What follows belongs to an exercise in optimizing a design on an open flow for small area, a short achievable clock period and few clock cycles per item; a production flow would make more cautious choices. At most, simulation tests tie the RTL to the original design; equivalence was not proved. No activity file was given, so power comes from the tool's default toggle rates.

garnet:
==> flow/design.v <==
module div
	#(
		parameter W=32
	 )
	(
		input wire clk, reset, str_trg,
		input wire [W-1:0] dvsr, dvnd,
		input wire [5:0] cd,
		input wire [4:0] ca,
		output wire ready,
		output reg done_trg,
		output wire [W-1:0] quo, rmd
	);
	reg        busy_reg;
	reg [4:0]  n_reg;
	reg [W-1:0] r_reg, q_reg, d_reg;
	wire       dz = cd[5];
	wire [4:0] p;
	wire       cd_ge_ca;
	div_sub #(.W(5)) sub_p (.a(cd[4:0]), .b(ca), .diff(p), .ge(cd_ge_ca));
	wire       imm = dz | ~cd_ge_ca;
	wire [W-1:0] diff;
	wire       ge;
	div_sub #(.W(W)) sub_r (.a(r_reg), .b(d_reg), .diff(diff), .ge(ge));
	wire       last = (n_reg == 0);
	always @(posedge clk, posedge reset)
		if (reset)
			busy_reg <= 1'b0;
		else if (str_trg)
			busy_reg <= ~imm;
		else if (last)
			busy_reg <= 1'b0;
	always @(posedge clk)
	begin
		if (str_trg)
		begin
			n_reg <= p[4:0];
			d_reg <= dvsr << p[4:0];
		end
		else
		begin
			n_reg <= n_reg - 1'b1;
			d_reg <= d_reg >> 1;
		end
		if (str_trg)
			r_reg <= dvnd;
		else if (busy_reg & ge)
			r_reg <= diff;
		if (str_trg)
			q_reg <= {W{dz}};
		else if (busy_reg)
			q_reg <= {q_reg[W-2:0], ge};
	end
	always @*
		done_trg = str_trg ? imm : (busy_reg & last);
	assign ready = ~busy_reg;
	assign quo = q_reg;
	assign rmd = r_reg;
endmodule
module div_sub
	#(
		parameter W=32
	 )
	(
		input wire [W-1:0] a, b,
		output wire [W-1:0] diff,
		output wire ge
	);
	wire [W-1:0] g0 = a & ~b;
	wire [W-1:0] p0 = a ^ ~b;
	reg [W-1:0] G, P, Gn, Pn;
	integer i, s;
	always @*
	begin
		G = g0; P = p0;
		G[0] = a[0] | ~b[0];
		P[0] = 1'b0;
		for (s = 1; s < W; s = s * 2)
		begin
			Gn = G; Pn = P;
			for (i = 0; i < W; i = i + 1)
				if (i & s)
				begin
					if (i == 1)
						Gn[i] = g0[1] | (p0[1] & g0[0]) | (p0[1] & p0[0]);
					else if (i == s)
						Gn[i] = g0[i] | (p0[i] & g0[i-1]) | (p0[i] & p0[i-1] & G[i-2]);
					else
						Gn[i] = G[i] | (P[i] & G[(i & ~(s-1)) - 1]);
					Pn[i] = P[i] & P[(i & ~(s-1)) - 1];
				end
			G = Gn; P = Pn;
		end
	end
	assign diff = p0 ^ {G[W-2:0], 1'b1};
	assign ge = G[W-1];
endmodule
module div_avalon
	#(
		parameter W     = 32,
				  CBIT  = 6
	 )
	(
		input wire clk, reset,
		input wire [2:0] div_address,
		input wire div_chipselect,
		input wire div_write,
		input wire [W-1:0] div_writedata,
		output wire [W-1:0] div_readdata,
		output wire div_irq,
		output wire div_rdy
	);
	wire div_start, div_ready, set_done_trg, clr_done_trg;
	reg [W-1:0] dvnd_reg, dvsr_reg;
	reg [5:0] cd_reg;
	reg [4:0] ca_reg;
	reg done_trg_reg;
	wire [W-1:0] quo, rmd;
	wire wr_en, wr_dvnd, wr_dvsr;
	reg [5:0] wclz;
	integer i;
	always @*
	begin
		wclz = 6'd32;
		for (i = 0; i < W; i = i + 1)
			if (div_writedata[i]) wclz = 6'd31 - i[5:0];
	end
	div #(.W(32)) d1
		 ( .clk(clk), .reset(reset), .str_trg(div_start), .dvsr(dvsr_reg), .dvnd(dvnd_reg),
		   .cd(cd_reg), .ca(ca_reg),
		   .ready(div_ready), .done_trg(set_done_trg), .quo(quo), .rmd(rmd));
	always @(posedge clk)
	begin
		if (wr_dvnd)
		begin
			dvnd_reg <= div_writedata;
			ca_reg <= wclz[5] ? 5'd31 : wclz[4:0];
		end
		if (wr_dvsr)
		begin
			dvsr_reg <= div_writedata;
			cd_reg <= wclz;
		end
	end
	always @(posedge clk, posedge reset)
		if (reset)
			done_trg_reg <= 1'b0;
		else if (set_done_trg)
			done_trg_reg <= 1'b1;
		else if (clr_done_trg)
			done_trg_reg <= 1'b0;
	assign wr_en = div_write & div_chipselect;
	assign wr_dvnd = (div_address == 3'h0) & wr_en;
	assign wr_dvsr = (div_address == 3'h1) & wr_en;
	assign div_start = (div_address == 3'h2) & wr_en & div_ready;
	assign clr_done_trg = (div_address == 3'h6) & wr_en;
	assign div_readdata = (div_address == 3'h3) ? quo :
						  (div_address == 3'h4) ? rmd :
						  {31'b0, (div_address == 3'h5) ? div_ready : done_trg_reg};
	assign div_rdy = div_ready;
	assign div_irq = done_trg_reg;
endmodule
==> flow/config.mk <==
export PLATFORM = sky130hd
export DESIGN_NAME = div_avalon
export DESIGN_NICKNAME = div_avalon
export VERILOG_FILES = /design/flow/design.v
export SDC_FILE = /design/flow/constraint.sdc
export NUM_CORES = 4
export LEC_CHECK = 0
export CAP_MARGIN = 20
export CORE_MARGIN = 2
export CORE_UTILIZATION = 60
export CTS_BUF_LIST = sky130_fd_sc_hd__clkbuf_4 sky130_fd_sc_hd__clkbuf_8
export SETUP_SLACK_MARGIN = 2.0
export SLEW_MARGIN = 20
==> flow/constraint.sdc <==
create_clock -name core_clock -period 5.0 [get_ports {clk}]
set_input_delay 1.0000 -clock core_clock [delete_from_list [all_inputs] [get_ports {clk}]]
set_output_delay 1.0000 -clock core_clock [all_outputs]
set_load 0.01 [all_outputs]
standard.sh (not shown) runs the stock make flow with config.mk's settings and CLKGATE_MAP_FILE= SYNTH_SCRIPT=/design/flow/synth_recipe.tcl, a recipe that flattens the netlist after the stock synthesis.
==> flow/flow/run.sh <==
#!/bin/bash
# Standard layout, with the port buffers made from buf_2 cells instead of
# the slow delay-buffer cells buffer_ports picks on its own.
set -euo pipefail
export BUFFER_PORTS_ARGS="-buffer_cell sky130_fd_sc_hd__buf_2"
bash standard.sh > standard.log 2>&1
Here is what was changed in the inputs of cedar compared with garnet.
-- flow/design.v --
<<< garnet, line 19
	wire       cd_ge_ca;
	div_sub #(.W(5)) sub_p (.a(cd[4:0]), .b(ca), .diff(p), .ge(cd_ge_ca));
	wire       imm = dz | ~cd_ge_ca;
	wire [W-1:0] diff;
	wire       ge;
	div_sub #(.W(W)) sub_r (.a(r_reg), .b(d_reg), .diff(diff), .ge(ge));
	wire       last = (n_reg == 0);
	always @(posedge clk, posedge reset)
		if (reset)
>>> cedar, line 19
	wire       cd_ge_ca;
	div_sub #(.W(5)) sub_p (.a(cd[4:0]), .b(ca), .diff(p), .ge(cd_ge_ca));
	wire       imm = ~dz & ~cd_ge_ca;
	wire [W-1:0] diff;
	wire       ge;
	div_sub #(.W(W)) sub_r (.a(r_reg), .b(d_reg), .diff(diff), .ge(ge));
	wire       last = (n_reg == 0);
	reg [W-1:0] sh;
	integer k;
	always @*
	begin
		sh = dvsr;
		for (k = 0; k < 5; k = k + 1)
			sh = ({W{p[k]}} & (sh << (1 << k))) |
			     ({W{~p[k]}} & sh & ~({W{1'b1}} << (W - (1 << k)))) |
			     (sh & ({W{1'b1}} << (W - (1 << k))));
	end
	always @(posedge clk, posedge reset)
		if (reset)
<<< garnet, line 35
		if (str_trg)
		begin
			n_reg <= p[4:0];
			d_reg <= dvsr << p[4:0];
		end
		else
>>> cedar, line 45
		if (str_trg)
		begin
			n_reg <= dz ? 5'd31 : p;
			d_reg <= sh;
		end
		else
<<< garnet, line 48
			r_reg <= diff;
		if (str_trg)
			q_reg <= {W{dz}};
		else if (busy_reg)
			q_reg <= {q_reg[W-2:0], ge};
>>> cedar, line 58
			r_reg <= diff;
		if (str_trg)
			q_reg <= {W{1'b0}};
		else if (busy_reg)
			q_reg <= {q_reg[W-2:0], ge};
Results
- Higher sequential fraction of total cell area among cedar and garnet: garnet
- Summary of cedar over garnet: die area has decreased; area used by multi-input combinational logic +2.6%; setup slack rose 0.018 ns.
- Going from garnet to cedar, the combinational power was found to have gone up by 230%.
- ~same final cell count in cedar and garnet
Testbench counts of cedar, summed over its fixed seeds: cycles 24,255, items 2,048.
For garnet, only the layout was checked, not whether the RTL still works.

[afterwards: timing with drivers on the ports]
No port has a modelled driver above. Below, the same layouts with a new extraction and two added sets of constraints. Step 1: set_driving_cell puts a clkbuf_16 on clk and a buf_2 on each other input, an assumption about the parent block. Step 2 adds t to the input delays and takes it off the output delays; t is the mean of the earliest and latest rising clock arrival at the registers after step 1. Input paths then give back, and output paths get back, about the clock's delay inside the block. a / b / c = no drivers / after step 1 / after step 2; a / b = the first two.
run	shift t [ns]	setup WS [ns]	worst hold slack (ns)
garnet	0.514	2.037 / 2.003 / 1.733	0.359 / 0.339 / 0.467
cedar	0.514	2.054 / 2.028 / 1.633	0.360 / 0.342 / 0.467
After both steps every run listed still meets setup and hold. For cedar, which loses most, drivers alone change the setup slack by -0.026 ns; drivers and shift together by -0.421 ns.
